This is an optimization exercise on Yosys and OpenROAD, whose aim is small area and a short achievable clock period, not a production implementation.

==> flow/design.v (excerpt) <==
module sobel_filter #(
    parameter int PIXEL_WIDTH = 8,
    parameter int IMAGE_WIDTH = 64
) (
    input  logic                   clk,
    input  logic                   rst_n,
    input  logic [PIXEL_WIDTH-1:0] pixel_in,
    input  logic                   valid_in,
    output logic [PIXEL_WIDTH-1:0] edge_out,
    output logic                   valid_out
);
clock: 12.0 ns
lec_check: 0
cap_margin: 20
core_margin: 2
core_utilization: 40
cts_buf_list: sky130_fd_sc_hd__clkbuf_4 sky130_fd_sc_hd__clkbuf_8
cts_cluster_size: 30
setup_slack_margin: 5
slew_margin: 20
synth_hierarchical: 1
synth_minimum_keep_size: 0
run.sh (not shown) runs the stock make flow with config.mk's settings and CLKGATE_MAP_FILE= SYNTH_SCRIPT=/design/flow/synth_recipe.tcl, a recipe that flattens the netlist after the stock synthesis.
Next try:
==> flow/flow/run.sh (new file) <==
#!/bin/bash
set -euo pipefail
bash standard.sh SETUP_SLACK_MARGIN=7 finish > standard_flow.log 2>&1
==> flow/standard.sh (new file) <==
#!/bin/bash
# synth_recipe.tcl (not shown) runs the flow's synth.tcl, then flattens the netlist and writes it again
# the make line also repeats each setting of config.mk as NAME=value (left out here)
make -C /OpenROAD-flow-scripts/flow DESIGN_CONFIG=/design/flow/config.mk WORK_HOME=/design/flow/orfs CLKGATE_MAP_FILE= SYNTH_SCRIPT=/design/flow/synth_recipe.tcl "${@:-finish}"
removed: flow/run.sh
What happened: Wire length grows by 5.0%. Via count grows by 1.9%. Cell count grows by about 1.3%. Design area grows by about 2.8%. Worst setup slack improved by 460 ps. Sequential cell count stays the same. Register-to-register slack improved by 460 ps. Clock-buffer cell count shrinks by 10.
Function was not checked in any run of this note: the RTL went through the layout flow alone.

* * *

The RTL this note starts from:
==> flow/design.v <==
`timescale 1ns / 1ps
module conv3x3 #(
    parameter int PIXEL_WIDTH = 8,
    parameter int IMAGE_WIDTH = 64
) (
    input  logic                   clk,
    input  logic                   rst_n,
    input  logic [PIXEL_WIDTH-1:0] pixel_in,
    input  logic                   valid_in,
    output logic [PIXEL_WIDTH-1:0] edge_out,
    output logic                   valid_out
);
  localparam int W = IMAGE_WIDTH;
  localparam int PW = PIXEL_WIDTH;
  localparam int DEPTH = 2 * W + 1;   
  localparam int CW = 6;   
  logic [DEPTH*PW-1:0] lb;
  always_ff @(posedge clk) begin
    if (valid_in) lb <= {lb[(DEPTH-1)*PW-1:0], pixel_in};
  end
  logic [CW-1:0] col;
  logic [1:0] line;
  logic warm;
  always_ff @(posedge clk or negedge rst_n) begin
    if (!rst_n) begin
      col  <= '0;
      line <= '0;
      warm <= 1'b0;
    end else if (valid_in) begin
      col <= col + 1'b1;
      if (&col && !line[1]) line <= line + 1'b1;
      if (line[1] && col == CW'(2)) warm <= 1'b1;
    end
  end
  assign valid_out = valid_in & warm;
  logic n1, n0;
  assign n1 = ~&col;
  assign n0 = n1 & (col != '0);
  logic [7:0] w12, w02, w01, w20, w10, w00, w21;
  assign w12 = lb[(W-2)*PW+:PW];
  assign w02 = lb[(2*W-2)*PW+:PW];
  assign w01 = n1 ? lb[(2*W-1)*PW+:PW] : '0;
  assign w20 = n0 ? lb[(0)*PW+:PW] : '0;
  assign w10 = n0 ? lb[(W)*PW+:PW] : '0;
  assign w00 = n0 ? lb[(2*W)*PW+:PW] : '0;
  assign w21 = n1 ? pixel_in : '0;
  logic [7:0] zs1, zc1;
  logic [8:0] zs2, zc2, zs3, zc3;
  assign zs1 = w12 ^ ~w00 ^ ~w10;
  assign zc1 = (w12 & ~w00) | (w12 & ~w10) | (~w00 & ~w10);
  sobel_csa #(9) u_z2 (
      .a({1'b0, zs1}),
      .b({zc1, 1'b1}),
      .c({1'b0, ~w01}),
      .s(zs2),
      .co(zc2)
  );
  sobel_csa #(9) u_z3 (
      .a(zs2),
      .b({zc2[7:0], 1'b1}),
      .c({1'b0, w21}),
      .s(zs3),
      .co(zc3)
  );
  logic [10:0] z_nxt;
  sobel_add #(11) u_zadd (
      .a  (11'(zs3)),
      .b  ({1'b0, zc3[8:0], 1'b0}),
      .ci (1'b1),
      .s  (z_nxt)
  );
  logic [7:0] us1, uc1, us2, uc2;
  logic [8:0] us3, uc3;
  logic [9:0] us4, uc4;
  assign us1 = w12 ^ w02 ^ w01;
  assign uc1 = (w12 & w02) | (w12 & w01) | (w02 & w01);
  assign us2 = ~w10 ^ ~w20 ^ us1;
  assign uc2 = (~w10 & ~w20) | (~w10 & us1) | (~w20 & us1);
  sobel_csa #(9) u_u3 (
      .a({1'b0, us2}),
      .b({uc1, 1'b1}),
      .c({uc2, 1'b1}),
      .s(us3),
      .co(uc3)
  );
  sobel_csa #(10) u_u4 (
      .a({1'b0, us3}),
      .b({uc3, 1'b0}),
      .c({2'b00, ~w21}),
      .s(us4),
      .co(uc4)
  );
  logic [10:0] u_nxt;
  sobel_add #(11) u_uadd (
      .a  (11'(us4)),
      .b  ({uc4, 1'b0}),
      .ci (1'b1),
      .s  (u_nxt)
  );
  logic [10:0] z, u;   
  always_ff @(posedge clk) begin
    if (valid_in) begin
      z <= z_nxt;
      u <= u_nxt;
    end
  end
  logic [10:0] xs, xc, ys, yc;
  sobel_csa #(11) u_gx (
      .a ({3'b010, pixel_in}),
      .b (z),
      .c (u),
      .s (xs),
      .co(xc)
  );
  sobel_csa #(11) u_gy (
      .a ({3'b000, pixel_in}),
      .b (z),
      .c (~u),
      .s (ys),
      .co(yc)
  );
  logic xco, yco;
  sobel_co #(11) u_sx (
      .a  (xs),
      .b  ({xc[9:0], 1'b0}),
      .co (xco)
  );
  sobel_co #(11) u_sy (
      .a  (ys),
      .b  ({yc[9:0], 1'b1}),
      .co (yco)
  );
  logic sx, sy;
  assign sx = ~xc[10] & ~xco;
  assign sy = ~yc[10] & ~yco;
  logic [6:0] zm1, ua;
  logic usat;
  assign zm1 = 7'(z[6:0] - 7'd1);
  sobel_abs u_abs (
      .x   (u),
      .xa  (ua),
      .xsat(usat)
  );
  logic [10:0] v;
  logic [6:0] vm1;
  logic vsat;
  logic [6:0] half;
  sobel_add #(11) u_vadd (
      .a  (11'(pixel_in)),
      .b  (z),
      .ci (1'b0),
      .s  (v)
  );
  sobel_add #(7) u_vm1add (
      .a  (pixel_in[6:0]),
      .b  (zm1),
      .ci (1'b0),
      .s  (vm1)
  );
  assign vsat = (v >= 11'd896) || (v <= 11'd640);
  assign half = (sx == sy) ? (sx ? ~vm1 : v[6:0]) : ua;
  always_ff @(posedge clk) begin
    if (valid_in) edge_out <= (usat || vsat) ? 8'd255 : {half, 1'b0};
  end
endmodule
module sobel_csa #(
    parameter int N = 8
) (
    input  logic [N-1:0] a,
    input  logic [N-1:0] b,
    input  logic [N-1:0] c,
    output logic [N-1:0] s,
    output logic [N-1:0] co
);
  assign s  = a ^ b ^ c;
  assign co = (a & b) | (a & c) | (b & c);
endmodule
module sobel_add #(
    parameter int N = 11
) (
    input  logic [N-1:0] a,
    input  logic [N-1:0] b,
    input  logic         ci,
    output logic [N-1:0] s
);
  localparam int L = (N > 8) ? 4 : (N > 4) ? 3 : (N > 2) ? 2 : 1;   
  logic [N-1:0] g[L+1];
  logic [N-1:0] p[L+1];
  logic [N-1:0] h;
  assign h = a ^ b;
  assign g[0] = (a & b) | {{(N - 1) {1'b0}}, h[0] & ci};
  assign p[0] = h;
  for (genvar l = 0; l < L; l++) begin : g_lvl
    for (genvar i = 0; i < N; i++) begin : g_bit
      if ((i >> l) & 1) begin : g_cmb
        localparam int J = ((i >> l) << l) - 1;
        assign g[l+1][i] = g[l][i] | (p[l][i] & g[l][J]);
        assign p[l+1][i] = p[l][i] & p[l][J];
      end else begin : g_pass
        assign g[l+1][i] = g[l][i];
        assign p[l+1][i] = p[l][i];
      end
    end
  end
  assign s = h ^ {g[L][N-2:0], ci};
endmodule
module sobel_co #(
    parameter int N = 11
) (
    input  logic [N-1:0] a,
    input  logic [N-1:0] b,
    output logic         co
);
  logic [N:0] sum;
  assign sum = (N + 1)'(a) + (N + 1)'(b);
  assign co  = sum[N];
endmodule
module sobel_abs (
    input  logic [10:0] x,
    output logic [ 6:0] xa,
    output logic        xsat
);
  assign xa   = (x >= 11'd768) ? x[6:0] : 7'(-x[6:0]);
  assign xsat = (x >= 11'd896) || (x <= 11'd640);
endmodule
`timescale 1ns / 1ps
module sobel_filter #(
    parameter int PIXEL_WIDTH = 8,
    parameter int IMAGE_WIDTH = 64
) (
    input  logic                   clk,
    input  logic                   rst_n,
    input  logic [PIXEL_WIDTH-1:0] pixel_in,
    input  logic                   valid_in,
    output logic [PIXEL_WIDTH-1:0] edge_out,
    output logic                   valid_out
);
  conv3x3 #(
      .PIXEL_WIDTH(PIXEL_WIDTH),
      .IMAGE_WIDTH(IMAGE_WIDTH)
  ) u_core (
      .clk      (clk),
      .rst_n    (rst_n),
      .pixel_in (pixel_in),
      .valid_in (valid_in),
      .edge_out (edge_out),
      .valid_out(valid_out)
  );
endmodule
export LEC_CHECK = 0
export CAP_MARGIN = 20
export CORE_MARGIN = 2
export CORE_UTILIZATION = 70
export PLACE_DENSITY = 0.8
export SLEW_MARGIN = 20
create_clock -name core_clock -period 12.0 [get_ports {clk}]
standard.sh (not shown) runs the stock make flow with config.mk's settings and CLKGATE_MAP_FILE= SYNTH_SCRIPT=/design/flow/synth_recipe.tcl, a recipe that flattens the netlist after the stock synthesis.
==> flow/flow/run.sh <==
#!/bin/bash
set -euo pipefail
bash standard.sh SETUP_SLACK_MARGIN=7 MATCH_CELL_FOOTPRINT=0 \
  'BUFFER_PORTS_ARGS=-buffer_cell sky130_fd_sc_hd__buf_2' \
  'CTS_ARGS=-sink_clustering_enable -repair_clock_nets -sink_clustering_size 18 -sink_clustering_max_diameter 55 -buf_list sky130_fd_sc_hd__clkbuf_8 -dont_use_dummy_load' \
  "IO_CONSTRAINTS=$PWD/flow/io.tcl" \
  finish > standard_flow.log 2>&1
==> flow/flow/io.tcl <==
# Keep valid_in and valid_out next to each other on the die edge: the only
# path between them is the combinational valid_in -> valid_out one.
set_io_pin_constraint -group -order -pin_names {valid_in valid_out}
The starting point completed with no timing, DRC or antenna violations.
==> next run, changes <==
==> flow/flow/run.sh (replaced) <==
#!/bin/bash
set -euo pipefail
bash standard.sh SETUP_SLACK_MARGIN=7 MATCH_CELL_FOOTPRINT=0 \
  'BUFFER_PORTS_ARGS=-buffer_cell sky130_fd_sc_hd__buf_2' \
  'CTS_ARGS=-sink_clustering_enable -repair_clock_nets -sink_clustering_size 16 -sink_clustering_max_diameter 60 -buf_list sky130_fd_sc_hd__clkbuf_8 -dont_use_dummy_load' \
  finish > standard_flow.log 2>&1
removed: flow/flow/io.tcl
Effect: First-iteration DRC count rose by 1.5%; synthesized area is unchanged; global-route usage fell by 0.23 points; cell count stays flat; sequential cell count stays the same; clock-buffer cell count rose by 5; clock skew fell by 0.0053 ns.
Function was not checked in any run of this note: the RTL went through the layout flow alone.

-- re-timing with driven ports --
The results above use ideal ports. As a check the final layouts listed here were re-extracted and re-timed, cells and wires unchanged. Step 1 assumes that a clkbuf_16 drives the clock port and a buf_2 every other input. Step 2 moves the port delays by t, midway between the first and last clock arrival at a register: inputs arrive t later, outputs are due t later. That takes back most of the time a late clock gives input paths. Three values: ideal, step 1, step 2; two values: the first two.
run | shift t [ns] | setup slack, ns | worst setup path after step 2 | clock arrival spread, ns | slew at the worst register clock pin (ns)
the first run of note 1 | 0.825 | 5.359 / 5.359 / 5.292 | input to register | 0.045 / 0.045 | 0.06 / 0.06
the second run of note 1 | 0.843 | 5.816 / 5.816 / 5.816 | register to register | 0.042 / 0.041 | 0.07 / 0.07
the first run of note 2 | 0.701 | 6.855 / 6.598 / 6.265 | input to register | 0.082 / 0.082 | 0.12 / 0.12
the second run of note 2 | 0.688 | 6.818 / 6.578 / 6.285 | input to register | 0.072 / 0.072 | 0.11 / 0.11
After both steps setup and hold are still met in every run listed. The setup slack of the first run of note 2, which loses most, moves by -0.257 ns with the drivers and by -0.590 ns with both steps.
